From an optimization exercise on the open Yosys and OpenROAD flow, aimed at small area, a short achievable clock period and few clock cycles; shortcuts taken in it are not production practice. Function was checked by simulation only, so behaviour that the tests miss may differ from the original.

### flow/config.mk
export PLATFORM = sky130hd
export DESIGN_NAME = SHA1_hash
export DESIGN_NICKNAME = SHA1_hash
export VERILOG_FILES = /design/flow/design.v
export SDC_FILE = /design/flow/constraint.sdc
export NUM_CORES = 4
export LEC_CHECK = 0
export CAP_MARGIN = 50
export CORE_MARGIN = 2
export CORE_UTILIZATION = 40
export CTS_BUF_LIST = sky130_fd_sc_hd__clkbuf_8
export CTS_CLUSTER_DIAMETER = 60
export CTS_CLUSTER_SIZE = 16
export PLACE_DENSITY = 0.75
export SETUP_SLACK_MARGIN = 5
export SLEW_MARGIN = 50
### flow/constraint.sdc
create_clock -name core_clock -period 8.0 [get_ports {clk}]
set_input_delay 1.6000 -clock core_clock [delete_from_list [all_inputs] [get_ports {clk}]]
set_output_delay 1.6000 -clock core_clock [all_outputs]
set_load 0.01 [all_outputs]
### flow/design.v
module SHA1_hash (
	clk,
	nreset,
	start_hash,
	message_addr,
	message_size,
	hash,
	done,
	port_A_data_out,
	port_A_addr
	);
input		clk;
input		nreset;
input		start_hash;
input	[31:0]	message_addr;
input	[31:0]	message_size;
output	[159:0]	hash;
output		done;
input	[31:0]	port_A_data_out;
output	[15:0]	port_A_addr;
localparam [31:0] IV0 = 32'h67452301;
localparam [31:0] IV1 = 32'hEFCDAB89;
localparam [31:0] IV2 = 32'h98BADCFE;
localparam [31:0] IV3 = 32'h10325476;
localparam [31:0] IV4 = 32'hC3D2E1F0;
reg		done;
reg		busy;
reg	[6:0]	tc;		 
reg		init;		 
reg		first;		 
reg		last;		 
reg		pad_done;	 
reg	[13:0]	dw;		 
reg	[13:0]	waddr;		 
reg	[31:0]	a, bq, cq, q, r;
reg	[31:0]	h0, h1, h2, h3, h4;
reg	[31:0]	w [0:15];
reg		rd_r, cap_r, lenw_r;
reg		dwz_r;		 
reg		f_ch_r, f_maj_r;
reg	[1:0]	k_r;
reg	[4:0]	st_r;		 
reg		rot_r;		 
reg		xrot_r, xun_r;	 
reg	[4:0]	hiv_r;		 
reg		injb_r, inja_r;
reg	[2:0]	ivb_r;		 
reg	[1:0]	iva_r;		 
function [31:0] add32;
	input [31:0] x, y;
	reg [31:0] g, p, p0;
	integer l, j;
	begin
		g = x & y;
		p = x ^ y;
		p0 = p;
		for (l = 1; l < 32; l = l * 2)
			for (j = 31; j >= l; j = j - 1) begin
				g[j] = g[j] | (p[j] & g[j-l]);
				p[j] = p[j] & p[j-l];
			end
		add32 = p0 ^ {g[30:0], 1'b0};
	end
endfunction
assign port_A_addr = {waddr, 2'b00};
assign hash = {h0, h1, h2, h3, h4};
wire	[6:0]	tcn = start_hash ? 7'd78 : (tc == 7'd81) ? 7'd0 : tc + 7'd1;
wire		initn = start_hash ? 1'b1 : (tc == 7'd81) ? 1'b0 : init;
wire		firstn = start_hash ? 1'b1 : (tc == 7'd81 && !init) ? 1'b0 : first;
always @(posedge clk) begin
	tc      <= tcn;
	init    <= initn;
	first   <= firstn;
	rd_r    <= (tcn >= 7'd78) || (tcn <= 7'd11);
	cap_r   <= (tcn >= 7'd79) || (tcn <= 7'd12);
	f_ch_r  <= (tcn <= 7'd18) || (tcn >= 7'd81);
	f_maj_r <= (tcn >= 7'd39) && (tcn <= 7'd58);
	k_r     <= (tcn <= 7'd17 || tcn >= 7'd80) ? 2'd0 :
		   (tcn <= 7'd37) ? 2'd1 : (tcn <= 7'd57) ? 2'd2 : 2'd3;
	st_r    <= {tcn == 7'd80, tcn == 7'd79, tcn == 7'd78, tcn == 7'd77, tcn == 7'd76};
	rot_r   <= (tcn >= 7'd76) || (tcn <= 7'd3);
	xrot_r  <= (tcn >= 7'd76) && (tcn <= 7'd78);
	xun_r   <= (tcn == 7'd79) || (tcn == 7'd80);
	hiv_r   <= firstn ? {tcn == 7'd80, tcn == 7'd79, tcn == 7'd78, tcn == 7'd77, tcn == 7'd76} : 5'd0;
	injb_r  <= (tcn >= 7'd78) && (tcn <= 7'd80);
	inja_r  <= (tcn >= 7'd80);
	ivb_r   <= initn ? {tcn == 7'd78, tcn == 7'd79, tcn == 7'd80} : 3'd0;
	iva_r   <= initn ? {tcn == 7'd80, tcn == 7'd81} : 2'd0;
end
wire	[31:0]	mem_be = {port_A_data_out[7:0], port_A_data_out[15:8],
			  port_A_data_out[23:16], port_A_data_out[31:24]};
wire		part  = !pad_done && dwz_r;	 
wire		full  = !pad_done && !dwz_r;
wire	[1:0]	rb = message_size[1:0];
wire	[3:0]	keep = full ? 4'b1111 :
		       part ? (rb == 2'd0 ? 4'b0000 : rb == 2'd1 ? 4'b1000 :
			       rb == 2'd2 ? 4'b1100 : 4'b1110) : 4'b0000;
wire	[3:0]	p80  = part ? (rb == 2'd0 ? 4'b1000 : rb == 2'd1 ? 4'b0100 :
			       rb == 2'd2 ? 4'b0010 : 4'b0001) : 4'b0000;
wire	[31:0]	kmask = {{8{keep[3]}}, {8{keep[2]}}, {8{keep[1]}}, {8{keep[0]}}};
wire	[31:0]	pbits = {p80[3], 7'd0, p80[2], 7'd0, p80[1], 7'd0, p80[0], 7'd0} |
			(lenw_r ? {13'd0, message_size[15:0], 3'd0} : 32'd0);
wire	[31:0]	wmem  = (mem_be & kmask) | pbits;
wire	[31:0]	wx    = w[13] ^ w[8] ^ w[2] ^ w[0];
wire	[31:0]	wnew  = cap_r ? wmem : {wx[30:0], wx[31]};
wire	[13:0]	dw_dec = dw - 14'd1;
wire	[13:0]	dwn = start_hash ? message_size[15:2] : cap_r ? dw_dec : dw;
always @(posedge clk) begin
	dw <= dwn;
	dwz_r <= (dwn == 14'd0);
	waddr <= start_hash ? message_addr[15:2] : rd_r ? waddr + 14'd1 : waddr;
	if (start_hash)
		pad_done <= 1'b0;
	else if (cap_r && part)
		pad_done <= 1'b1;
	lenw_r <= (tcn == 7'd12) && pad_done;
	if (start_hash)
		last <= 1'b0;
	else if (lenw_r)
		last <= 1'b1;
end
wire	[31:0]	kc = (k_r == 2'd0) ? 32'h5A827999 : (k_r == 2'd1) ? 32'h6ED9EBA1 :
		     (k_r == 2'd2) ? 32'h8F1BBCDC : 32'hCA62C1D6;
wire	[31:0]	fb = a, fc = bq, fd = cq;
wire	[31:0]	fv = f_ch_r  ? ((fb & fc) | (~fb & fd)) :
		     f_maj_r ? ((fb & fc) | (fb & fd) | (fc & fd)) : (fb ^ fc ^ fd);
wire	[31:0]	r_s = cq ^ kc ^ w[15];
wire	[31:0]	r_c = (cq & kc) | (cq & w[15]) | (kc & w[15]);
wire	[31:0]	r_next = add32(r_s, {r_c[30:0], 1'b0});
wire	[31:0]	q_next = add32(fv, r);
wire	[31:0]	a_round = add32({a[26:0], a[31:27]}, q);
wire	[31:0]	x_ring = ({32{xun_r}} & a) | ({32{xrot_r}} & {a[1:0], a[31:2]});
wire	[31:0]	h_in = hiv_r[0] ? IV4 : hiv_r[1] ? IV3 : hiv_r[2] ? IV2 :
		       hiv_r[3] ? IV1 : hiv_r[4] ? IV0 : h4;
wire	[31:0]	h_sum = add32(h_in, x_ring);
wire	[31:0]	tap_b = ivb_r[2] ? IV4 : ivb_r[1] ? IV3 : ivb_r[0] ? IV2 : h1;
wire	[31:0]	tap_a = iva_r[1] ? IV1 : iva_r[0] ? IV0 : h0;
integer i;
always @(posedge clk) begin
	for (i = 0; i < 15; i = i + 1)
		w[i] <= w[i+1];
	w[15] <= wnew;
	r  <= r_next;
	q  <= q_next;
	a  <= inja_r ? tap_a : a_round;
	bq <= injb_r ? tap_b : {a[1:0], a[31:2]};
	cq <= bq;
	if (busy && rot_r) begin
		h0 <= h_sum;
		h1 <= h0;
		h2 <= h1;
		h3 <= h2;
		h4 <= h3;
	end
end
always @(posedge clk or negedge nreset) begin
	if (!nreset) begin
		busy <= 1'b0;
		done <= 1'b0;
	end else if (!busy) begin
		if (start_hash) begin
			busy <= 1'b1;
			done <= 1'b0;
		end
	end else if (st_r[4] && last && !init) begin
		busy <= 1'b0;
		done <= 1'b1;
	end
end
endmodule
### flow/flow/run.sh
#!/bin/bash
# Layout flow: the standard ORFS layout (standard.sh), unchanged except
# that the ports are buffered with sky130_fd_sc_hd__buf_1 cells (the repair
# steps may still resize them) instead of the buffer the flow picks itself.
# Each step's full output goes to a log file in the work folder.
set -euo pipefail
export BUFFER_PORTS_ARGS="-buffer_cell sky130_fd_sc_hd__buf_1"
bash standard.sh synth > synth.log 2>&1
bash standard.sh finish > layout.log 2>&1
test -f out/final.def
### flow/standard.sh
#!/bin/bash
# synth_recipe.tcl (not shown) runs the flow's synth.tcl, then flattens the netlist and writes it again
# the make line also repeats each setting of config.mk as NAME=value (left out here)
make -C /OpenROAD-flow-scripts/flow DESIGN_CONFIG=/design/flow/config.mk WORK_HOME=/design/flow/orfs CLKGATE_MAP_FILE= SYNTH_SCRIPT=/design/flow/synth_recipe.tcl "${@:-finish}"
==> qor.csv, run 1 <==
metric;value;unit
vias;22000;
CP max FO;6;
Fin Setup TNS;0;ps
largest net degree at the start of global routing;84;
I/O Pins;276;
vias in the first global route;21200;
CP Class;register to register;
YS warnings;2;
mean post-synth cell area;11.7;sq um
Period Utilization, post-route;45.6;%
top post-synthesis cells by count;dfxtp_1 (720), a21oi_1 (210), xnor2_1 (185), edfxtp_1 (174), nor2_1 (154);
number of setup violations in the final report;0;
cells along the critical path;inv_6, ha_4, nor2_4, buf_6, buf_4, xnor2_1, ha_1, nand2_1, nand2b_1, nor4_4, o41ai_4, a211o_1, a221oi_4, buf_4, o21bai_1, a21oi_1, xnor2_1;
Port Buffers;239;
Slew @ Worst Pin;729;ps
family with the most delay on the worst path;compound AO/OA/AOI/OAI gates;
CTS H-tree lvls;3;
RePlAce Congestion;0.914;
Mapped Cells;2803;
crit start category;register;
1st-pass router iterations;8;
count of cell types in the netlist;80;
Post-DP Area;35200;sq um
GR Util All Layers;18.1;%
Hold Path Class;register to register;
worst relative slew slack;51.2;%
Max clock buf depth;3;
antenna violations before repair;2;
first-pass GRT wire length;120000;um
filler instances;7142;
Multi-input gate area;13600;sq um
global route total overflow;0;
clock skew;43.6;ps
total CTS buffers;71;
CP arrival;4240;ps
r2r setup slk;4350;ps
post-route design area;39100;sq um
f_max;0.274;GHz
Synth Register Bits;896;
post-synth top area share;43.9;%
biggest area consumer among synthesized cells;dfxtp_1;
status;finished clean;
FF/Latch Area;19800;sq um
layout overhead on the synthesized area;18.9;%
number of clock sinks;896;
DRT Wirelength;80200;um
synthesized cell area;32900;sq um
CTS tree;done;
Async S/R FF share, synth;0.223;%
Cell Rows;105;
count leader, synth;dfxtp_1;
Post-route DRC;0;
RSZ-0062 raised after global routing;yes;
layout cells sized above 1;16.6;%
average wire per standard cell;18.6;um
die area;84500;sq um
die width;291;um
Setup crit end;r[27];
clock root buffer;clkbuf_8;
number of synthesized flops with an enable pin;174;
reg2reg start;k_r[0];
Post-DRT Antenna Nets;0;
critical path depth;17;
Critical path origin;k_r[0];
vias per inst;5.09;
Die Y;291;um
kind of end point of the critical path;register;
worst r2r path cells;17;
worst endpoint required time;8590;ps
number of max-cap violations;0;
Worst-path clk slew;100;ps
Worst Hold Slack;303;ps
Hold Fails Final Rpt;0;
Initial DRC Count;1568;
ys flop type;dfxtp_1;
top cells by area, synth;dfxtp_1 (44%), edfxtp_1 (16%), ha_1 (5.7%), xnor2_1 (4.9%), fa_1 (3.5%);
Starting Density;40.2;%
critical path's slowest cell;dfxtp_4;
min cycle time layout;3650;ps
Core Area;81700;sq um
post-detail-place hpwl;55400;um
WP buf/inv;4;
crit-path max cell delay;460;ps
pins over their slew limit;0;
final net count;3522;
ANT cells;0;
register area share after synthesis;59.9;%
RR Endpoint;r[27];
Clk Latency, worst-skew pair;720;ps
## worst reg2reg max path, stage by stage (launching register included)
cell and delay [ps]:
dfxtp_4 460, inv_6 70, ha_4 180, nor2_4 220
buf_6 160, buf_4 160, xnor2_1 130, ha_1 290
nand2_1 120, nand2b_1 120, nor4_4 340, o41ai_4 120
a211o_1 390, a221oi_4 310, buf_4 170, o21bai_1 60
a21oi_1 170, xnor2_1 90
## layer usage
layer / up-vias / GRT usage, % / routed length, um
met4: 4 / 6.58 / 2570
met1: 10700 / 23.2 / 33900
met2: 657 / 30.7 / 39300
met3: 151 / 3.18 / 4340
li1: 10500 / - / -
met5: - / 0 / 27
## what timing repair did
| item | CTS | global route |
|---|---|---|
| hold buffers | 0 | 0 |
| pin swaps | 96 | 72 |
| cloned | 0 | 0 |
| endpoints found under the setup margin | 117 | 86 |
| setup buffers | 120 | 51 |
| gates resized for setup | 172 | 123 |
## cells by family after synthesis
group | share of synthesized area (%)
buffers and inverters | 2.65
flip-flops | 59.9
AND/OR/NAND/NOR | 8.03
other | 0.0114
adder cells (fa/ha/maj) | 9.33
XOR/XNOR | 6.64
AO/OA/AOI/OAI | 12.4
multiplexers | 1.05
## area by class of cell
cell class,instances,area share [%]
multi-input combinational,1681,34.8
sequential,896,50.7
tap,1070,3.43
clock buffer,74,2.61
timing repair buffer,422,6.31
inverter,145,1.43
clock inverter,31,0.791
## flip-flops by register name (all words and copies together) (netlist names), 3 cells and up
register / count
w: 512
a: 32
bq: 32
cq: 32
h0: 32
h1: 32
h2: 32
h3: 32
h4: 32
q: 32
r: 32
dw: 14
waddr: 14
tc: 7
hiv_r: 5
ivb_r: 3
## how the worst min path moves through the flow
| stage | start | end | slack [ps] | depth (start not counted) |
|---|---|---|---|---|
| after floorplan | w[1][0] | w[0][0] | 310 | 0 |
| after global placement | w[1][29] | w[0][29] | 310 | 0 |
| after detailed placement | w[3][24] | w[2][24] | 310 | 0 |
| after CTS | w[1][30] | w[0][30] | 300 | 0 |
| after global routing | w[1][30] | w[0][30] | 310 | 0 |
| final | w[10][23] | w[9][23] | 300 | 0 |
## metrics by stage
| step | setup slack, ps | std cells | utilization [%] |
|---|---|---|---|
| after detailed placement | 3970 | 4042 | 43.1 |
| after floorplan | 4600 | 2804 | - |
| after global routing | 4230 | 4319 | 47.8 |
| after global placement | 3810 | 4040 | 43.0 |
| after CTS | 4290 | 4267 | 46.6 |
| final | 4350 | 4319 | 47.8 |
## placed cells by master (no fill, tap or decap), types with 31 or more instances in the layout
cell type	instances
buf_1	232
a21o_1	53
buf_4	145
fa_1	53
o21ai_0	114
nor2b_1	44
xor2_1	61
clkbuf_8	76
edfxtp_1	174
a22o_1	32
a211oi_1	34
nand3_1	43
inv_1	148
nand2_1	141
xnor2_1	177
buf_6	31
nor2_1	136
dfxtp_1	676
a21oi_1	187
ha_1	126
Testbench counts, summed over its fixed seeds: cycles 51,526.
==> inputs of run 2 (changes only) <==
--- a/flow/design.v
+++ b/flow/design.v
@@ -57,6 +57,7 @@
 		for (l = 1; l < 32; l = l * 2)
-			for (j = 31; j >= l; j = j - 1) begin
-				g[j] = g[j] | (p[j] & g[j-l]);
-				p[j] = p[j] & p[j-l];
-			end
+			for (j = 0; j < 32; j = j + 1)
+				if (j & l) begin
+					g[j] = g[j] | (p[j] & g[(j & ~(2*l-1)) + l - 1]);
+					p[j] = p[j] & p[(j & ~(2*l-1)) + l - 1];
+				end
 		add32 = p0 ^ {g[30:0], 1'b0};
--- a/flow/config.mk
+++ b/flow/config.mk
@@ -11,4 +11,4 @@
 export CTS_BUF_LIST = sky130_fd_sc_hd__clkbuf_8
-export CTS_CLUSTER_DIAMETER = 60
-export CTS_CLUSTER_SIZE = 16
+export CTS_CLUSTER_DIAMETER = 45
+export CTS_CLUSTER_SIZE = 12
 export PLACE_DENSITY = 0.75
==> run 2 against run 1 <==
  * Still clean
  * Worst hold slack better by 19 ps
  * Critical path type unchanged
  * Final area fell by 4.4%
  * Non-clock buffer count down 42
  * Critical endpoint is now q[31]
  * Die area is 4.7% lower
  * First-iteration DRC count is 4.1% lower
==> qor.csv, run 2 <==
metric;value;unit
Post-route DRC;0;
met1 Usage GRT;21.9;%
count leader, synth;dfxtp_1;
global route total overflow;0;
die area;80500;sq um
fraction of the mapped netlist area in adder cells;10.6;%
worst r2r path cells;16;
f_max;0.275;GHz
RR Endpoint;q[31];
Worst-path clk slew;80;ps
mean post-synth cell area;12.4;sq um
post-layout util;48.2;%
RSZ-0062 raised after global routing;yes;
average wire per standard cell;18.0;um
YS warnings;2;
largest net degree at the start of global routing;65;
GR Util All Layers;17.0;%
CP Class;register to register;
Hold Path Class;register to register;
Critical path origin;cq[0];
pins over their slew limit;0;
Simple-Gate Fraction of Synth Area;7.23;%
Cell Rows;102;
number of synthesized flops with an enable pin;174;
Worst Hold Slack;321;ps
layout cells sized above 1;16.7;%
top post-synthesis cells by count;dfxtp_1 (720), edfxtp_1 (174), a21oi_1 (163), nor2_1 (158), xnor2_1 (156);
crit start category;register;
Period Utilization, post-route;45.4;%
vias per inst;4.94;
Slew @ Worst Pin;736;ps
commonest non-fill, non-tap cell in the layout;dfxtp_1;
critical path's slowest cell;fa_1;
Synth Register Bits;896;
Inst Count DP;3765;
1st-pass router iterations;6;
Finished Layout Cells;4031;
worst endpoint required time;8570;ps
final net count;3261;
number of clock sinks;896;
register area share after synthesis;62.9;%
post-synthesis xor/xnor area fraction;5.91;%
Compound-Gate Fraction of Synth Area;9.73;%
CTS H-tree lvls;3;
Setup crit end;q[31];
cells along the critical path;fa_1, nor2b_4, a211oi_2, a21oi_1, ha_2, inv_2, fa_2, nor2b_4, o2111ai_4, a21oi_4, o21ai_4, a2111oi_4, o31ai_2, a21oi_2, a21oi_2, xnor2_1;
total CTS buffers;94;
Starting Density;40.4;%
number of setup violations in the final report;0;
max reg flops;512;
Async S/R FF share, synth;0.223;%
post-route design area;37300;sq um
post-detail-place hpwl;50600;um
layout overhead on the synthesized area;19.4;%
Post-DP Area;33600;sq um
r2r setup slk;4370;ps
family with the most delay on the worst path;compound AO/OA/AOI/OAI gates;
count of cell types in the netlist;68;
CTS tree;done;
Post-DRT Antenna Nets;0;
die width;284;um
Max clock buf depth;3;
Hold Fails Final Rpt;0;
DRT Wirelength;72700;um
synthesized cell area;31300;sq um
M2 GR Usage;28.7;%
Core Area;77500;sq um
Port Buffers;239;
CP arrival;4200;ps
Biggest register;w;
M3 GR Usage;3.38;%
worst relative slew slack;50.8;%
Clk Latency, worst-skew pair;710;ps
post-synthesis mux area share;1.18;%
clock root buffer;clkbuf_8;
first-pass GRT wire length;107000;um
post-synth top area share;46.1;%
status;finished clean;
Initial DRC Count;1503;
grt peak-use layer;met2;
number of max-cap violations;0;
vias;19900;
Hold Buf Count CTS;0;
antenna violations before repair;4;
Fin Setup TNS;0;ps
vias in the first global route;19100;
crit-path max cell delay;540;ps
RePlAce Congestion;0.918;
Mapped Cells;2529;
reg2reg start;cq[0];
largest family of logic cells by synthesized area;adder cells;
min cycle time layout;3630;ps
clock skew;35.2;ps
critical path depth;16;
I/O Pins;276;
most frequent cells in the layout;dfxtp_1 (681), buf_1 (234), edfxtp_1 (174);
WP buf/inv;1;
CP max FO;4;
biggest area consumer among synthesized cells;dfxtp_1;
ys flop type;dfxtp_1;
top cells by area, synth;dfxtp_1 (46%), edfxtp_1 (17%), ha_1 (5.6%), fa_1 (5.0%), xnor2_1 (4.4%);
kind of end point of the critical path;register;
Die Y;284;um
-- run 2: changes by cell type after synthesis, sizes merged, moves of 10 or more --
cell / delta
nand2: -22
fa: +21
nor2b: -12
clkbuf: -19
nand3: -15
o21ai: -30
a21oi: -46
a21o: -11
o21bai: -11
xnor2: -29
a211oi: -10
-- run 2: final cells by class --
type / count / area (sq um)
antenna: 2 / 5.00
clock buffer: 100 / 1380
clock inverter: 41 / 348
fill: 6666 / 40100
inverter: 136 / 520
multi-input combinational: 1436 / 11900
sequential: 896 / 19800
tap: 1040 / 1300
timing repair buffer: 380 / 2130
-- run 2: worst min-delay path by stage --
| stage | depth (start not counted) | endpoint | startpoint |
|---|---|---|---|
| after floorplan | 0 | w[0][0] | w[1][0] |
| after CTS | 0 | w[13][2] | w[14][2] |
| after global routing | 0 | w[0][17] | w[1][17] |
| after global placement | 0 | w[0][27] | w[1][27] |
| final | 0 | w[6][16] | w[7][16] |
| after detailed placement | 0 | w[4][23] | w[5][23] |
-- run 2: cells by family after synthesis --
| kind of cell | Yosys count |
|---|---|
| flip-flops | 896 |
| AO/OA/AOI/OAI | 485 |
| AND/OR/NAND/NOR | 483 |
| adder cells (fa/ha/maj) | 218 |
| XOR/XNOR | 211 |
| buffers and inverters | 199 |
| multiplexers | 36 |
| other | 1 |
-- run 2: repair_timing --
action	in CTS	in global routing
resized for setup	112	145
pin swaps	68	109
setup endpoints to repair	105	90
buffers inserted	58	64
cloned	1	0
-- run 2: stage by stage --
stage | setup slack [ps]
after global placement | 4030
after detailed placement | 4200
final | 4370
after floorplan | 4660
after CTS | 4440
after global routing | 4160
-- run 2: routing by layer --
metal	wire length (um)	up-vias	part of all wire, %
li1	-	9476	-
met1	30400	9626	42
met2	36000	623	50
met3	4100	167	5.6
met4	2200	2	3.0
met5	10	-	0.014
Testbench counts of run 2, summed over its fixed seeds: cycles 51,526.
==> inputs of run 3 (changes only) <==
--- a/flow/config.mk
+++ b/flow/config.mk
@@ -11,4 +11,4 @@
 export CTS_BUF_LIST = sky130_fd_sc_hd__clkbuf_8
-export CTS_CLUSTER_DIAMETER = 45
-export CTS_CLUSTER_SIZE = 12
+export CTS_CLUSTER_DIAMETER = 60
+export CTS_CLUSTER_SIZE = 16
 export PLACE_DENSITY = 0.75
==> run 3 against run 2 <==
  * Maximum frequency rose by 1.7%
  * First-iteration DRC count down 5.5%
  * Critical path depth shrank 4
  * Global-route usage is 0.11 points higher
  * Non-clock buffer count is 2 lower
  * Wire length is 0.80% lower
  * Critical path type unchanged
==> qor.csv, run 3 <==
metric;value;unit
vias per inst;4.94;
pins over their slew limit;0;
clock skew;38.3;ps
DRT Wirelength;72200;um
worst setup margin;4430;ps
count of cell types in the netlist;68;
Post-DRT Antenna Nets;0;
1st-pass router iterations;6;
Worst-path clk slew;100;ps
top post-synthesis cells by count;dfxtp_1 (720), edfxtp_1 (174), a21oi_1 (163), nor2_1 (158), xnor2_1 (156);
filler instances;6803;
global route total overflow;0;
vias in the first global route;19000;
hold depth;0;
Fin Setup TNS;0;ps
average wire per standard cell;18.1;um
Slew @ Worst Pin;742;ps
critical path's slowest cell;dfxtp_1;
CP arrival;4190;ps
Synth Register Bits;896;
number of max-cap violations;0;
crit-path max cell delay;630;ps
I/O Pins;276;
RR Endpoint;q[22];
biggest area consumer among synthesized cells;dfxtp_1;
post-detail-place hpwl;50600;um
top cells by area, synth;dfxtp_1 (46%), edfxtp_1 (17%), ha_1 (5.6%), fa_1 (5.0%), xnor2_1 (4.4%);
Port Buffers;239;
commonest non-fill, non-tap cell in the layout;dfxtp_1;
most frequent cells in the layout;dfxtp_1 (686), buf_1 (237), edfxtp_1 (174);
CTS tree;done;
antenna violations before repair;5;
family with the most delay on the worst path;compound AO/OA/AOI/OAI gates;
largest net degree at the start of global routing;65;
Cell Rows;102;
CP max FO;7;
Clk Latency, worst-skew pair;710;ps
critical path depth;12;
Worst Setup Slack post-DPL;4200;ps
Biggest register;w;
Post-DP Area;33600;sq um
Post-route DRC;0;
layout overhead on the synthesized area;17.2;%
WP buf/inv;1;
r2r setup slk;4430;ps
worst endpoint required time;8620;ps
reg2reg start;a[7];
number of clock sinks;896;
status;finished clean;
number of setup violations in the final report;0;
die width;284;um
Core Area;77500;sq um
max reg flops;512;
final net count;3234;
CTS H-tree lvls;3;
Mapped Cells;2529;
mean post-synth cell area;12.4;sq um
post-route design area;36700;sq um
clock root buffer;clkbuf_8;
count leader, synth;dfxtp_1;
first-pass GRT wire length;107000;um
GR Util All Layers;17.1;%
crit start category;register;
Period Utilization, post-route;44.6;%
Hold Path Class;register to register;
f_max;0.280;GHz
die area;80500;sq um
vias;19700;
RePlAce Congestion;0.918;
Die Y;284;um
RSZ-0062 raised after global routing;yes;
layout cells sized above 1;14.6;%
Initial DRC Count;1421;
YS warnings;2;
total CTS buffers;70;
post-synth top area share;46.1;%
synthesized cell area;31300;sq um
Starting Density;40.4;%
register area share after synthesis;62.9;%
Critical path origin;a[7];
Hold Fails Final Rpt;0;
kind of end point of the critical path;register;
worst relative slew slack;50.3;%
number of synthesized flops with an enable pin;174;
Hold Buf Count CTS;0;
CP Class;register to register;
min cycle time layout;3570;ps
cells along the critical path;fa_1, nor2b_1, a211oi_1, a21oi_1, ha_1, a21o_1, o21ai_4, buf_6, a21oi_2, or4_4, a31oi_4, xnor2_2;
Setup crit end;q[22];
Max clock buf depth;3;
ys flop type;dfxtp_1;
worst r2r path cells;12;
Async S/R FF share, synth;0.223;%
## run 3: how the worst min path moves through the flow
stage          startpoint       end  slack, ps
3_3_place_gp     w[1][27]  w[0][27]        310
2_1_floorplan     w[1][0]   w[0][0]        310
6_report         w[7][16]  w[6][16]        320
3_5_place_dp     w[5][23]  w[4][23]        310
4_1_cts          w[7][16]  w[6][16]        320
5_1_grt          w[11][4]  w[10][4]        330
## run 3: worst register-to-register path, stage by stage, from the launching register on
cell	delay, ps
dfxtp_1	630
fa_1	480
nor2b_1	140
a211oi_1	270
a21oi_1	100
ha_1	370
a21o_1	240
o21ai_4	280
buf_6	140
a21oi_2	50
or4_4	470
a31oi_4	210
xnor2_2	130
## run 3: stage by stage
| step | utilization, % | hold WS [ps] | instances |
|---|---|---|---|
| floorplan | - | 310 | 2530 |
| global placement | 43.3 | 310 | 3763 |
| detailed placement | 43.4 | 312 | 3765 |
| CTS | 46.4 | 321 | 3947 |
| global route | 47.3 | 329 | 3988 |
| finish | 47.3 | 320 | 3988 |
## run 3: cell type report
type / count / area [sq um] / area share [%]
Clock inverter: 28 / 209 / 0.570
Timing Repair Buffer: 378 / 2150 / 5.88
Multi-Input combinational cell: 1435 / 11700 / 32.0
Antenna cell: 3 / 7.51 / 0.0205
Sequential cell: 896 / 19800 / 53.9
Clock buffer: 72 / 991 / 2.70
Tap cell: 1040 / 1300 / 3.55
Inverter: 136 / 520 / 1.42
## run 3: what timing repair did
| item | in CTS | in global routing |
|---|---|---|
| resized for setup | 130 | 97 |
| setup buffers | 81 | 38 |
| cloned | 1 | 0 |
| endpoints found under the setup margin | 106 | 111 |
| pin swaps | 72 | 56 |
## run 3: layer usage
metal	up-vias	share of wire (%)	track usage, %
met1	9487	42	22.0
met5	-	0.0097	0
met2	634	49	29.0
li1	9411	-	-
met4	2	3.1	5.45
met3	152	6.0	3.26
## run 3: logic make-up (layout without fill, tap and decap cells)
logic type / count (synthesis) / in the layout / share of synthesized area (%)
AO/OA/AOI/OAI: 485 / 485 / 9.73
XOR/XNOR: 211 / 211 / 5.91
adder cells (fa/ha/maj): 218 / 218 / 10.6
buffers and inverters: 199 / 614 / 2.41
flip-flops: 896 / 896 / 62.9
multiplexers: 36 / 36 / 1.18
other: 1 / 5 / 0.0120
AND/OR/NAND/NOR: 483 / 483 / 7.23
==> inputs of run 4 (changes only) <==
--- a/flow/config.mk
+++ b/flow/config.mk
@@ -11,4 +11,4 @@
 export CTS_BUF_LIST = sky130_fd_sc_hd__clkbuf_8
-export CTS_CLUSTER_DIAMETER = 60
-export CTS_CLUSTER_SIZE = 16
+export CTS_CLUSTER_DIAMETER = 50
+export CTS_CLUSTER_SIZE = 14
 export PLACE_DENSITY = 0.75
==> run 4 against run 3 <==
  * Still clean on timing, DRC and antenna
  * Final area is essentially flat
  * Register-to-register slack hardly changed
  * Utilization is essentially flat
  * Final cell count fell by 0.23%
  * Non-clock buffer count shrank 28
  * Critical path depth rose by 5
  * Critical path type unchanged
==> qor.csv, run 4 <==
metric;value;unit
count leader, synth;dfxtp_1;
Max clock buf depth;3;
post-detail-place hpwl;50600;um
CP Class;register to register;
number of clock sinks;896;
Inst Count DP;3765;
post-synth top area share;46.1;%
Period Utilization, post-route;44.6;%
most frequent cells in the layout;dfxtp_1 (687), buf_1 (237), edfxtp_1 (174);
Slew @ Worst Pin;727;ps
Post-route DRC;0;
YS warnings;2;
1st-pass router iterations;6;
total CTS buffers;81;
min cycle time layout;3570;ps
first-pass GRT wire length;106000;um
count of cell types in the netlist;68;
Clk Latency, worst-skew pair;690;ps
pins over their slew limit;0;
layout overhead on the synthesized area;17.1;%
vias in the first global route;19000;
clock skew;36.8;ps
commonest non-fill, non-tap cell in the layout;dfxtp_1;
CTS H-tree lvls;3;
GR Util All Layers;16.9;%
DRT Wirelength;71000;um
CP arrival;4190;ps
crit start category;register;
antenna violations before repair;4;
Finished Layout Cells;3979;
Biggest register;w;
RePlAce Congestion;0.918;
synthesized cell area;31300;sq um
Synth Register Bits;896;
die area;80500;sq um
Core Area;77500;sq um
mean post-synth cell area;12.4;sq um
register area share after synthesis;62.9;%
status;finished clean;
vias;19600;
Fin Setup TNS;0;ps
final net count;3218;
number of setup violations in the final report;0;
top post-synthesis cells by count;dfxtp_1 (720), edfxtp_1 (174), a21oi_1 (163), nor2_1 (158), xnor2_1 (156);
Initial DRC Count;1404;
Async S/R FF share, synth;0.223;%
global route total overflow;0;
vias per inst;4.93;
Hold Buf Count CTS;0;
average wire per standard cell;17.9;um
worst relative slew slack;51.3;%
biggest area consumer among synthesized cells;dfxtp_1;
Cell Rows;102;
Mapped Cells;2529;
layout cells sized above 1;14.3;%
Worst-path clk slew;100;ps
Hold Path Class;register to register;
number of synthesized flops with an enable pin;174;
top cells by area, synth;dfxtp_1 (46%), edfxtp_1 (17%), ha_1 (5.6%), fa_1 (5.0%), xnor2_1 (4.4%);
Die Y;284;um
CTS tree;done;
Port Buffers;239;
kind of end point of the critical path;register;
largest net degree at the start of global routing;65;
die width;284;um
CP max FO;4;
Post-DRT Antenna Nets;0;
clock root buffer;clkbuf_8;
ys flop type;dfxtp_1;
RSZ-0062 raised after global routing;yes;
worst endpoint required time;8610;ps
number of max-cap violations;0;
I/O Pins;276;
Hold Fails Final Rpt;0;
f_max;0.280;GHz
Starting Density;40.4;%
max reg flops;512;
-- run 4: changes by cell type in the layout (fill, tap and decap cells not counted), moves of 4 or more --
cell	previous run	this run
buf_6	30	16
clkbuf_8	73	91
inv_6	4	8
buf_4	101	89
inv_1	142	137
-- run 4: critical path: stages (launching register included) --
cell and delay [ps]:
dfxtp_4 370, fa_1 470, nor2b_4 140, a211oi_2 220
a21oi_1 80, ha_2 220, inv_2 50, fa_2 240
nor2b_4 60, o2111ai_4 220, a21oi_4 100, o21ai_4 240
buf_4 160, buf_6 80, a21oi_2 50, or4_4 460
a31oi_4 210, xnor2_2 140
-- run 4: worst paths after layout --
kind	slack (ps)	startpoint	endpoint	cells past startpoint
max	4430	a[0]	q[22]	17
min	320	w[7][3]	w[6][3]	0
max reg2reg	4430	a[0]	q[22]	17
min reg2reg	320	w[7][3]	w[6][3]	0
max in group asynchronous	7150	nreset	done	1
min in group asynchronous	710	nreset	busy	1
-- run 4: metal layers --
layer  routed length [um]  global-route usage, %
met4                 2020                   5.17
met1                29700                   21.7
met2                35000                   28.6
met3                 4310                   3.35
met5                   11                      0
-- run 4: layout make-up --
cell class                      instances  area [sq um]
Tap cell                             1040          1300
Clock buffer                           90          1240
Antenna cell                            2          5.00
Multi-Input combinational cell       1436         11700
Fill cell                            6824         40800
Timing Repair Buffer                  350          1860
Clock inverter                         29           267
Inverter                              136           518
Sequential cell                       896         19800
-- run 4: logic make-up after synthesis --
logic type | count (synthesis) | synth area share, %
buf+inv | 199 | 2.41
fa+ha+maj | 218 | 10.6
compound gates | 485 | 9.73
flops | 896 | 62.9
mux | 36 | 1.18
xor+xnor | 211 | 5.91
other cells | 1 | 0.0120
simple gates | 483 | 7.23
-- run 4: what timing repair did --
item / CTS / global route
setup buffers: 52 / 40
gates resized for setup: 120 / 76
endpoints found under the setup margin: 99 / 90
pin swaps: 73 / 52
cloned: 1 / 0
-- run 4: stage by stage --
| stage | hold WS, ps | util (%) | area [sq um] | setup WS [ps] |
|---|---|---|---|---|
| detailed placement | 312 | 43.4 | 33600 | 4200 |
| floorplan | 310 | - | 31500 | 4660 |
| finish | 323 | 47.3 | 36600 | 4430 |
| global route | 328 | 47.3 | 36600 | 4210 |
| CTS | 325 | 46.4 | 36000 | 4470 |
| global placement | 310 | 43.3 | 33500 | 4030 |
==> inputs of run 5 (changes only) <==
--- a/flow/config.mk
+++ b/flow/config.mk
@@ -13,3 +13,3 @@
 export CTS_CLUSTER_SIZE = 14
-export PLACE_DENSITY = 0.75
+export PLACE_DENSITY = 0.8
 export SETUP_SLACK_MARGIN = 5
==> run 5 against run 4 <==
  * Critical path depth shrank 5
  * Highest routed layer is now met4
  * Critical path type unchanged
  * Maximum frequency grew 0.36%
  * Non-clock buffer count grew 44
  * Die area is the same
  * Sequential share of layout area shrank 0.81 points
  * Synthesized cell count is the same
  * Clock skew grew 20 ps
  * Wire length grew 6.2%
==> qor.csv, run 5 <==
metric;value;unit
I/O Pins;276;
Hold Buf Count CTS;0;
number of synthesized flops with an enable pin;174;
Worst Setup Slack post-DPL;4140;ps
vias per inst;5.05;
DRT Wirelength;75400;um
RePlAce Congestion;0.918;
Async S/R FF share, synth;0.223;%
Post-DRT Antenna Nets;0;
count of cell types in the netlist;68;
Period Utilization, post-route;44.5;%
largest net degree at the start of global routing;81;
Initial DRC Count;1827;
YS warnings;2;
most frequent cells in the layout;dfxtp_1 (675), buf_1 (238), edfxtp_1 (174);
f_max;0.281;GHz
CP max FO;6;
layout overhead on the synthesized area;19.1;%
Worst-path clk slew;100;ps
first-pass GRT wire length;109000;um
Core Area;77500;sq um
global route total overflow;0;
Die Y;284;um
Inst Count DP;3761;
number of clock sinks;896;
crit start category;register;
critical path's slowest cell;fa_1;
max reg flops;512;
Mapped Cells;2529;
Max clock buf depth;3;
post-layout util;48.1;%
post-synth top area share;46.1;%
final net count;3260;
worst relative slew slack;54.6;%
post-detail-place hpwl;51100;um
Post-route DRC;0;
vias in the first global route;19900;
Hold Fails Final Rpt;0;
pins over their slew limit;0;
top post-synthesis cells by count;dfxtp_1 (720), edfxtp_1 (174), a21oi_1 (163), nor2_1 (158), xnor2_1 (156);
Slew @ Worst Pin;682;ps
register area share after synthesis;62.9;%
Hold Path Class;register to register;
top cells by area, synth;dfxtp_1 (46%), edfxtp_1 (17%), ha_1 (5.6%), fa_1 (5.0%), xnor2_1 (4.4%);
number of max-cap violations;0;
Clk Latency, worst-skew pair;730;ps
GR Util All Layers;17.5;%
1st-pass router iterations;5;
count leader, synth;dfxtp_1;
status;finished clean;
CTS H-tree lvls;3;
Finished Layout Cells;4024;
Synth Register Bits;896;
vias;20300;
clock skew;56.6;ps
crit-path max cell delay;550;ps
RSZ-0062 raised after global routing;yes;
Biggest register;w;
number of setup violations in the final report;0;
CP arrival;4170;ps
commonest non-fill, non-tap cell in the layout;dfxtp_1;
Cell Rows;102;
worst setup margin;4440;ps
average wire per standard cell;18.7;um
kind of end point of the critical path;register;
Port Buffers;239;
layout cells sized above 1;17.0;%
clock root buffer;clkbuf_8;
biggest area consumer among synthesized cells;dfxtp_1;
synthesized cell area;31300;sq um
CP Class;register to register;
CP most frequent cell;a21oi_4;
CTS tree;done;
die width;284;um
cells along the critical path;fa_1, mux2i_1, o21ai_0, ha_1, a21o_1, a21oi_2, a21oi_4, o21ai_4, a21oi_4, or4_4, a31oi_4, xnor2_1;
Fin Setup TNS;0;ps
total CTS buffers;80;
Worst Hold Slack;309;ps
Starting Density;40.4;%
antenna violations before repair;3;
ys flop type;dfxtp_1;
worst endpoint required time;8620;ps
min cycle time layout;3560;ps
mean post-synth cell area;12.4;sq um
die area;80500;sq um
==> run 5: cell counts after synthesis <==
Identical to the previous run, type by type.
==> run 5: routing by layer <==
layer	up-vias	part of all wire [%]	routed length, um	global-route usage [%]
met1	9821	40	29900	21.7
met5	-	0	0	0
li1	9461	-	-	-
met2	798	49	37000	29.2
met4	0	4.4	3350	7.99
met3	242	7.0	5250	3.51
==> run 5: area by class of cell <==
class                      instances  area [sq um]
inverter                         136           518
antenna                            4          10.0
fill                            6463         40200
clock inverter                    34           246
sequential                       896         19800
clock buffer                      85          1170
tap                             1040          1300
timing repair buffer             394          2270
multi-input combinational       1435         11900
==> run 5: cells by family (layout without fill, tap and decap cells) <==
group           after synthesis  count (layout)  share of synthesized area (%)
mux                          36              36                           1.18
buf+inv                     199             649                           2.41
compound gates              485             485                           9.73
simple gates                483             483                           7.23
xor+xnor                    211             211                           5.91
other cells                   1               6                         0.0120
fa+ha+maj                   218             218                           10.6
flops                       896             896                           62.9
==> run 5: path summary, 6_finish.rpt <==
| kind | slack [ps] | from | cells after the start | endpoint |
|---|---|---|---|---|
| min in group asynchronous | 690 | nreset | 1 | done |
| setup / recovery | 4440 | a[4] | 12 | q[22] |
| hold / removal | 310 | w[7][5] | 0 | w[6][5] |
| hold reg to reg | 310 | w[7][5] | 0 | w[6][5] |
| max in group asynchronous | 7170 | nreset | 1 | busy |
| setup reg to reg | 4440 | a[4] | 12 | q[22] |
==> run 5: timing repair <==
item | in CTS | in global routing
pin swaps | 78 | 98
gates resized for setup | 138 | 150
setup endpoints to repair | 115 | 104
setup buffers | 78 | 62
==> run 5: worst max-delay path: cells and delay by family (launching register included) <==
| kind | cells | cell delay, ps |
|---|---|---|
| simple gates | 1 | 530 |
| flops | 1 | 410 |
| compound gates | 7 | 1390 |
| mux | 1 | 60 |
| fa+ha+maj | 2 | 890 |
| xor+xnor | 1 | 150 |
==> run 5: metrics by stage <==
step	instance area, sq um
after floorplan	31500
after global placement	33500
after detailed placement	33600
after CTS	36100
after global routing	37300
final	37300
==> inputs of run 6 (changes only) <==
--- a/flow/config.mk
+++ b/flow/config.mk
@@ -10,6 +10,6 @@
 export CORE_UTILIZATION = 40
-export CTS_BUF_LIST = sky130_fd_sc_hd__clkbuf_8
-export CTS_CLUSTER_DIAMETER = 50
-export CTS_CLUSTER_SIZE = 14
-export PLACE_DENSITY = 0.8
+export CTS_BUF_LIST = sky130_fd_sc_hd__clkbuf_4 sky130_fd_sc_hd__clkbuf_8
+export CTS_CLUSTER_DIAMETER = 40
+export CTS_CLUSTER_SIZE = 10
+export PLACE_DENSITY = 0.75
 export SETUP_SLACK_MARGIN = 5
==> run 6 against run 5 <==
  * Final cell count up 2.1%
  * Still clean
  * Die area unchanged
  * First-iteration DRC count down 14%
  * Sequential share of layout area down 1.4 points
  * Setup slack worse by 37 ps
  * Final area up 2.7%
  * Non-clock buffer count up 32
  * Area after synthesis unchanged
==> qor.csv, run 6 <==
metric;value;unit
cells along the critical path;fa_1, nor2b_4, a211oi_2, a21oi_1, ha_2, inv_2, fa_2, nor2b_4, o2111ai_4, a21oi_4, o21ai_4, a2111oi_4, o31ai_2, a21oi_2, a21oi_2, xnor2_1;
CTS H-tree lvls;3;
Post-route DRC;0;
reg2reg start;cq[0];
Initial DRC Count;1569;
CTS tree;done;
Slew @ Worst Pin;766;ps
Port Buffers;239;
Worst Hold Slack;317;ps
CP Class;register to register;
Hold Path Class;register to register;
number of synthesized flops with an enable pin;174;
f_max;0.278;GHz
clock root buffer;clkbuf_8;
ys flop type;dfxtp_1;
most frequent cells in the layout;dfxtp_1 (680), buf_1 (227), edfxtp_1 (174);
Cell Rows;102;
Hold Buf Count CTS;0;
average wire per standard cell;18.4;um
Mapped Cells;2529;
first-pass GRT wire length;110000;um
number of setup violations in the final report;0;
DRT Wirelength;75700;um
vias in the first global route;19700;
vias per inst;5.00;
Post-DRT Antenna Nets;0;
YS warnings;2;
Starting Density;40.4;%
status;finished clean;
worst hold endpoint;w[5][1];
Period Utilization, post-route;44.9;%
Fin Setup TNS;0;ps
count leader, synth;dfxtp_1;
max reg flops;512;
pins over their slew limit;0;
synthesized cell area;31300;sq um
mean post-synth cell area;12.4;sq um
antenna violations before repair;4;
register area share after synthesis;62.9;%
die area;80500;sq um
Max clock buf depth;3;
RSZ-0062 raised after global routing;yes;
Hold Path Origin;w[6][1];
clock skew;43.0;ps
top post-synthesis cells by count;dfxtp_1 (720), edfxtp_1 (174), a21oi_1 (163), nor2_1 (158), xnor2_1 (156);
number of max-cap violations;0;
hold depth;0;
Clk Latency, worst-skew pair;750;ps
1st-pass router iterations;7;
Synth Register Bits;896;
crit-path max cell delay;540;ps
GR Util All Layers;17.4;%
die width;284;um
Worst-path clk slew;70;ps
count of cell types in the netlist;68;
total CTS buffers;114;
post-synth top area share;46.1;%
commonest non-fill, non-tap cell in the layout;dfxtp_1;
RR Endpoint;q[31];
Hold Fails Final Rpt;0;
worst relative slew slack;48.7;%
post-detail-place hpwl;50600;um
layout overhead on the synthesized area;22.3;%
RePlAce Congestion;0.918;
crit start category;register;
largest net degree at the start of global routing;65;
worst r2r path cells;16;
CP arrival;4200;ps
critical path's slowest cell;fa_1;
global route total overflow;0;
kind of end point of the critical path;register;
top cells by area, synth;dfxtp_1 (46%), edfxtp_1 (17%), ha_1 (5.6%), fa_1 (5.0%), xnor2_1 (4.4%);
layout cells sized above 1;19.4;%
Die Y;284;um
worst endpoint required time;8610;ps
CP max FO;4;
r2r setup slk;4400;ps
number of clock sinks;896;
vias;20500;
biggest area consumer among synthesized cells;dfxtp_1;
Biggest register;w;
I/O Pins;276;
final net count;3327;
Async S/R FF share, synth;0.223;%
Core Area;77500;sq um
min cycle time layout;3600;ps
run 6: cell counts after synthesis:
Identical to the previous run, type by type.
run 6: layout make-up:
cell class	instances	area, sq um
inverters	136	523
clock inverters	36	499
fillers	6509	39200
well taps	1040	1300
diodes	3	7.51
multi-input cells	1436	11900
clock buffers	137	1790
repair buffers	426	2470
flip-flops and latches	896	19800
run 6: metrics by stage:
| stage | util (%) | instances | setup slack (ps) | cell area [sq um] |
|---|---|---|---|---|
| floorplan | - | 2530 | 4660 | 31500 |
| global placement | 43.3 | 3763 | 4030 | 33500 |
| detailed placement | 43.4 | 3765 | 4200 | 33600 |
| CTS | 47.9 | 4040 | 4460 | 37100 |
| global route | 49.4 | 4109 | 4190 | 38300 |
| finish | 49.4 | 4110 | 4400 | 38300 |
run 6: timing repair:
item / 4_1_cts / 5_1_grt
gates cloned: 1 / 0
pin swaps: 72 / 110
resized for setup: 109 / 151
endpoints found under the setup margin: 139 / 118
setup buffers: 101 / 67
run 6: cells by family after synthesis:
kind of cell,count (synthesis),share of synthesized area [%]
flops,896,62.9
compound gates,485,9.73
simple gates,483,7.23
fa+ha+maj,218,10.6
xor+xnor,211,5.91
buf+inv,199,2.41
mux,36,1.18
other cells,1,0.0120
run 6: worst max path at each step:
stage / from / to / slack, ps / cells after the start
6_report: cq[0] / q[31] / 4400 / 16
5_1_grt: cq[0] / q[31] / 4190 / 16
4_1_cts: a[0] / q[22] / 4460 / 15
3_5_place_dp: start_hash / rot_r / 4200 / 8
3_3_place_gp: hiv_r[0] / h0[31] / 4030 / 12
2_1_floorplan: a[0] / q[31] / 4660 / 16
run 6: metal layers:
metal  vias to the layer above  global-route usage [%]  share of wire (%)
met1                      9894                    22.0                 40
met4                         2                    6.27                3.7
met3                       212                    3.67                7.2
met5                         -                       0              0.016
met2                       813                    29.4                 49
li1                       9620                       -                  -
run 6: worst max-delay path, delay by kind of cell (launching register included):
family	cells	cell delay (ps)
AOI/OAI and AO/OA	9	1510
adders and majority gates	3	1150
DFF	1	350
and+or+nand+nor	2	300
xor gates and xnor gates	1	120
buffers and inverters	1	40
==> inputs of run 7 (changes only) <==
==> flow/run.sh (new file) <==
#!/bin/bash
# synth_recipe.tcl (not shown) runs the flow's synth.tcl, then flattens the netlist and writes it again
# the make line also repeats each setting of config.mk as NAME=value (left out here)
make -C /OpenROAD-flow-scripts/flow DESIGN_CONFIG=/design/flow/config.mk WORK_HOME=/design/flow/orfs CLKGATE_MAP_FILE= SYNTH_SCRIPT=/design/flow/synth_recipe.tcl finish
--- a/flow/config.mk
+++ b/flow/config.mk
@@ -10,5 +10,5 @@
 export CORE_UTILIZATION = 40
-export CTS_BUF_LIST = sky130_fd_sc_hd__clkbuf_4 sky130_fd_sc_hd__clkbuf_8
-export CTS_CLUSTER_DIAMETER = 40
-export CTS_CLUSTER_SIZE = 10
+export CTS_BUF_LIST = sky130_fd_sc_hd__clkbuf_8
+export CTS_CLUSTER_DIAMETER = 60
+export CTS_CLUSTER_SIZE = 16
 export PLACE_DENSITY = 0.75
removed: flow/flow/run.sh
removed: flow/standard.sh
==> run 7 against run 6 <==
  * Highest routed layer unchanged
  * Final area increased by 0.63%
  * Final cell count decreased by 0.44%
  * Synthesized cell count unchanged
  * First-iteration DRC count increased by 9.1%
  * Flip-flop and latch count unchanged
  * Global-route usage increased by 0.41 points
  * Critical path depth unchanged
  * Area after synthesis unchanged
  * Largest cell class unchanged
  * Worst hold slack got worse by 0.79 ps
  * Maximum frequency increased by 2.3%
  * Via count decreased by 1.9%
  * Still clean
==> qor.csv, run 7 <==
metric;value;unit
status;finished clean;
Post-DRT Antenna Nets;0;
RSZ-0062 raised after global routing;yes;
die width;284;um
FF/Latch Area;19800;sq um
family with the most delay on the worst path;compound AO/OA/AOI/OAI gates;
Slew @ Worst Pin;711;ps
Fin Setup TNS;0;ps
Clk Latency, worst-skew pair;690;ps
GR Util All Layers;17.8;%
Inst Count DP;3762;
ys flop type;dfxtp_1;
pins over their slew limit;0;
CP arrival;4120;ps
post-synthesis xor/xnor area fraction;5.91;%
most frequent cells in the layout;dfxtp_1 (680), buf_4 (215), edfxtp_1 (174);
Max clock buf depth;3;
post-synth top area share;46.1;%
CP Class;register to register;
YS warnings;2;
worst relative slew slack;52.6;%
clock root buffer;clkbuf_8;
min cycle time layout;3510;ps
cells along the critical path;fa_1, nor2b_2, a211oi_2, a21oi_1, ha_1, inv_1, fa_2, nor2b_4, o2111ai_4, a21oi_4, o21ai_4, buf_4, a21oi_2, or4_4, a31oi_2, xnor2_1;
DRT Wirelength;75200;um
vias;20200;
worst setup margin;4490;ps
Starting Density;40.4;%
Mapped Cells;2529;
RePlAce Congestion;0.887;
Async S/R FF share, synth;0.223;%
number of clock sinks;896;
Compound-Gate Fraction of Synth Area;9.73;%
Hold Fails Final Rpt;0;
first-pass GRT wire length;112000;um
kind of end point of the critical path;register;
Multi-input gate area;11800;sq um
antenna violations before repair;3;
post-synthesis mux area share;1.18;%
I/O Pins;276;
WP buf/inv;2;
critical path's slowest cell;or4_4;
post-detail-place hpwl;51400;um
Hold Buf Count CTS;0;
register area share after synthesis;62.9;%
1st-pass router iterations;5;
vias in the first global route;20000;
die area;80500;sq um
max reg flops;512;
number of synthesized flops with an enable pin;174;
crit start category;register;
largest family of logic cells by synthesized area;adder cells;
vias per inst;4.93;
average wire per standard cell;18.4;um
Period Utilization, post-route;43.9;%
worst endpoint required time;8610;ps
clock skew;41.6;ps
Hold Path Class;register to register;
CTS H-tree lvls;3;
Port Buffers;239;
Die Y;284;um
biggest area consumer among synthesized cells;dfxtp_1;
layout cells sized above 1;21.3;%
number of max-cap violations;0;
count leader, synth;dfxtp_1;
CP max FO;4;
Cell Rows;102;
top cells by area, synth;dfxtp_1 (46%), edfxtp_1 (17%), ha_1 (5.6%), fa_1 (5.0%), xnor2_1 (4.4%);
layout overhead on the synthesized area;23.1;%
number of setup violations in the final report;0;
crit-path max cell delay;510;ps
Biggest register;w;
Worst-path clk slew;110;ps
mean post-synth cell area;12.4;sq um
count of cell types in the netlist;68;
synthesized cell area;31300;sq um
total CTS buffers;69;
Synth Register Bits;896;
final net count;3337;
Simple-Gate Fraction of Synth Area;7.23;%
fraction of the mapped netlist area in adder cells;10.6;%
Finished Layout Cells;4092;
Worst Setup Slack post-DPL;4200;ps
top post-synthesis cells by count;dfxtp_1 (720), edfxtp_1 (174), a21oi_1 (163), nor2_1 (158), xnor2_1 (156);
filler instances;6593;
f_max;0.285;GHz
CTS tree;done;
global route total overflow;0;
commonest non-fill, non-tap cell in the layout;dfxtp_1;
Initial DRC Count;1711;
largest net degree at the start of global routing;77;
Post-route DRC;0;
Core Area;77500;sq um
[run 7: final timing paths]
| check | startpoint | endpoint | slack, ps | cells past startpoint |
|---|---|---|---|---|
| max in group asynchronous | nreset | done | 6790 | 1 |
| setup reg to reg | a[0] | q[22] | 4490 | 16 |
| min in group asynchronous | nreset | busy | 1090 | 1 |
| setup / recovery | a[0] | q[22] | 4490 | 16 |
| hold reg to reg | w[11][21] | w[10][21] | 320 | 0 |
| hold / removal | w[11][21] | w[10][21] | 320 | 0 |
[run 7: routing by layer]
layer  wire, um  GRT usage, %  share of wire (%)
met1      31000          22.6                 41
met2      37600          31.1                 50
met3       4290          3.04                5.7
met4       2310          5.40                3.1
met5          8             0              0.011
[run 7: timing repair]
item / 4_1_cts / 5_1_grt
buffers inserted: 176 / 51
setup endpoints to repair: 260 / 139
resized for setup: 600 / 127
pin swaps: 90 / 76
[run 7: cells by family after synthesis]
family / Yosys count
XOR/XNOR: 211
buffers and inverters: 199
AO/OA/AOI/OAI: 485
adder cells (fa/ha/maj): 218
multiplexers: 36
AND/OR/NAND/NOR: 483
flip-flops: 896
other: 1
[run 7: metrics by stage]
stage          hold slack [ps]  instance area [sq um]  util (%)
5_1_grt                    334                  38500      49.7
4_1_cts                    319                  37900      48.9
3_3_place_gp               310                  35000      45.2
2_1_floorplan              310                  31500         -
3_5_place_dp               312                  35000      45.2
6_report                   316                  38500      49.7
[run 7: cell type report]
| cell class | instances | area share (%) |
|---|---|---|
| Sequential cell | 896 | 51.3 |
| Clock buffer | 73 | 2.61 |
| Antenna cell | 3 | 0.0195 |
| Inverter | 136 | 1.35 |
| Clock inverter | 27 | 0.552 |
| Tap cell | 1040 | 3.38 |
| Timing Repair Buffer | 482 | 10.2 |
| Multi-Input combinational cell | 1435 | 30.6 |
==> inputs of run 8 (changes only) <==
--- a/flow/config.mk
+++ b/flow/config.mk
@@ -11,4 +11,4 @@
 export CTS_BUF_LIST = sky130_fd_sc_hd__clkbuf_8
-export CTS_CLUSTER_DIAMETER = 60
-export CTS_CLUSTER_SIZE = 16
+export CTS_CLUSTER_DIAMETER = 50
+export CTS_CLUSTER_SIZE = 14
 export PLACE_DENSITY = 0.75
==> run 8 against run 7 <==
  * Wire length grew 1.4%
  * Die area stayed put
  * Via count increased by 0.90%
  * Flip-flop and latch count unchanged
  * Critical path type unchanged
  * Critical endpoint is now q[30]
  * Highest routed layer unchanged
==> qor.csv, run 8 <==
metric;value;unit
hold depth;0;
Hold Path Class;register to register;
RR Endpoint;q[30];
Worst-path clk slew;90;ps
Initial DRC Count;1662;
fraction of the mapped netlist area in adder cells;10.6;%
Hold Buf Count CTS;0;
f_max;0.279;GHz
DRT Wirelength;76300;um
Max clock buf depth;3;
clock skew;45.7;ps
Fin Setup TNS;0;ps
1st-pass router iterations;5;
ys flop type;dfxtp_1;
vias in the first global route;20100;
post-synth top area share;46.1;%
synthesized cell area;31300;sq um
vias;20300;
Core Area;77500;sq um
Hold Fails Final Rpt;0;
status;finished clean;
commonest non-fill, non-tap cell in the layout;dfxtp_1;
number of synthesized flops with an enable pin;174;
average wire per standard cell;18.5;um
Port Buffers;239;
YS warnings;2;
number of max-cap violations;0;
count leader, synth;dfxtp_1;
count of cell types in the netlist;68;
Inst Count DP;3762;
clock root buffer;clkbuf_8;
post-synthesis mux area share;1.18;%
RePlAce Congestion;0.887;
largest net degree at the start of global routing;77;
mean post-synth cell area;12.4;sq um
antenna violations before repair;1;
post-layout util;49.8;%
GR Util All Layers;18.0;%
Compound-Gate Fraction of Synth Area;9.73;%
total CTS buffers;84;
Hold Path Origin;w[14][6];
Post-DRT Antenna Nets;0;
Post-route DRC;0;
post-synthesis xor/xnor area fraction;5.91;%
I/O Pins;276;
Simple-Gate Fraction of Synth Area;7.23;%
number of setup violations in the final report;0;
first-pass GRT wire length;113000;um
Async S/R FF share, synth;0.223;%
Worst Hold Slack;308;ps
CP arrival;4200;ps
layout cells sized above 1;24.4;%
RSZ-0062 raised after global routing;yes;
layout overhead on the synthesized area;23.3;%
Period Utilization, post-route;44.8;%
biggest area consumer among synthesized cells;dfxtp_1;
min cycle time layout;3580;ps
CTS tree;done;
Slew @ Worst Pin;734;ps
worst hold endpoint;w[13][6];
r2r setup slk;4420;ps
worst relative slew slack;50.8;%
max reg flops;512;
register area share after synthesis;62.9;%
final net count;3355;
Starting Density;40.4;%
Biggest register;w;
worst endpoint required time;8620;ps
die width;284;um
reg2reg start;a[0];
Mapped Cells;2529;
CP max FO;4;
kind of end point of the critical path;register;
filler instances;6550;
largest family of logic cells by synthesized area;adder cells;
top cells by area, synth;dfxtp_1 (46%), edfxtp_1 (17%), ha_1 (5.6%), fa_1 (5.0%), xnor2_1 (4.4%);
top post-synthesis cells by count;dfxtp_1 (720), edfxtp_1 (174), a21oi_1 (163), nor2_1 (158), xnor2_1 (156);
CP Class;register to register;
Die Y;284;um
Cell Rows;102;
CTS H-tree lvls;3;
worst r2r path cells;16;
most frequent cells in the layout;dfxtp_1 (678), buf_4 (218), edfxtp_1 (174);
Clk Latency, worst-skew pair;720;ps
crit start category;register;
Finished Layout Cells;4122;
die area;80500;sq um
Synth Register Bits;896;
global route total overflow;0;
post-detail-place hpwl;51400;um
pins over their slew limit;0;
number of clock sinks;896;
vias per inst;4.93;
-- run 8: metal layers --
| metal | GRT usage (%) | wire length, um | vias up |
|---|---|---|---|
| li1 | - | - | 9663 |
| met1 | 22.8 | 31300 | 9832 |
| met2 | 31.1 | 37800 | 669 |
| met3 | 3.08 | 4650 | 170 |
| met4 | 6.08 | 2430 | 2 |
| met5 | 0 | 11 | - |
-- run 8: repair_timing --
action,CTS,global route
pin swaps,78,76
hold endpoints to repair,0,0
setup endpoints to repair,260,152
gates resized for setup,695,158
setup buffers,181,49
-- run 8: area by class of cell --
class	count	area, sq um	share of cell area (%)
Sequential cell	896	19800	51.3
Multi-Input combinational cell	1435	11800	30.6
Timing Repair Buffer	485	3640	9.44
Tap cell	1040	1300	3.37
Clock buffer	87	1200	3.10
Inverter	136	518	1.34
Clock inverter	42	347	0.898
Antenna cell	1	2.50	0.00649
-- run 8: metrics by stage --
| stage | setup slack (ps) | instance area (sq um) |
|---|---|---|
| 2_1_floorplan | 4660 | 31500 |
| 3_3_place_gp | 4030 | 35000 |
| 3_5_place_dp | 4200 | 35000 |
| 4_1_cts | 4510 | 38000 |
| 5_1_grt | 4260 | 38600 |
| 6_report | 4420 | 38600 |
-- run 8: worst max-delay path by stage --
stage	slack, ps	from	cells after the start	endpoint
6_report	4420	a[0]	16	q[30]
5_1_grt	4260	a[0]	16	q[31]
4_1_cts	4510	a[0]	16	q[30]
3_5_place_dp	4200	a[0]	16	q[31]
3_3_place_gp	4030	hiv_r[0]	12	h0[31]
2_1_floorplan	4660	a[0]	16	q[31]
-- run 8: cell families (layout without fill, tap and decap cells) --
kind of cell             Yosys count  in the layout
XOR/XNOR                         211            211
AO/OA/AOI/OAI                    485            485
other                              1              3
adder cells (fa/ha/maj)          218            218
multiplexers                      36             36
buffers and inverters            199            750
flip-flops                       896            896
AND/OR/NAND/NOR                  483            483
-- run 8: critical path, stage by stage (launching register included) --
cell	delay (ps)
dfxtp_4	370
fa_1	530
nor2b_2	140
a211oi_2	40
a21oi_1	140
ha_1	150
inv_1	50
fa_2	420
nor2b_4	150
o2111ai_4	140
a21oi_4	210
o21ai_4	110
a2111oi_4	430
o31ai_2	120
a21oi_2	190
buf_4	130
xor2_1	140

-- static timing again, ports no longer ideal --
No port has a modelled driver above. Below, the same layouts with a new extraction and two added sets of constraints.
Step 1 assumes that a clkbuf_16 drives the clock port and a buf_2 every other input.
Step 2, shift: input delay + t, output delay - t, t = (earliest + latest rising clock arrival at the registers) / 2. This alone moves slack from input paths to output paths.
Slacks: no drivers / after step 1 / after step 2; pairs: no drivers / after step 1.
| run | t (ns) | slack for setup (ns) | hold slack, ns | slew at the worst register clock pin (ns) | pins driven straight from the clock port |
|---|---|---|---|---|---|
| run 1 | 0.746 | 4.349 / 4.349 / 4.349 | 0.303 / 0.303 / 0.303 | 0.11 / 0.11 | 1 |
| run 2 | 0.748 | 4.370 / 4.370 / 4.370 | 0.321 / 0.321 / 0.321 | 0.09 / 0.09 | 1 |
| run 3 | 0.736 | 4.432 / 4.432 / 4.399 | 0.320 / 0.320 / 0.320 | 0.12 / 0.12 | 1 |
| run 4 | 0.724 | 4.429 / 4.429 / 4.399 | 0.323 / 0.323 / 0.323 | 0.10 / 0.10 | 1 |
| run 5 | 0.760 | 4.442 / 4.442 / 4.386 | 0.309 / 0.309 / 0.309 | 0.11 / 0.11 | 1 |
| run 6 | 0.777 | 4.405 / 4.405 / 4.367 | 0.317 / 0.317 / 0.317 | 0.09 / 0.09 | 1 |
| run 7 | 0.725 | 4.486 / 4.486 / 4.486 | 0.316 / 0.316 / 0.316 | 0.12 / 0.12 | 1 |
| run 8 | 0.752 | 4.420 / 4.420 / 4.420 | 0.308 / 0.308 / 0.308 | 0.09 / 0.09 | 1 |
After both steps every run listed still meets setup and hold. The setup slack of run 5, which loses most, moves by 0.000 ns with the drivers and by -0.056 ns with both steps.
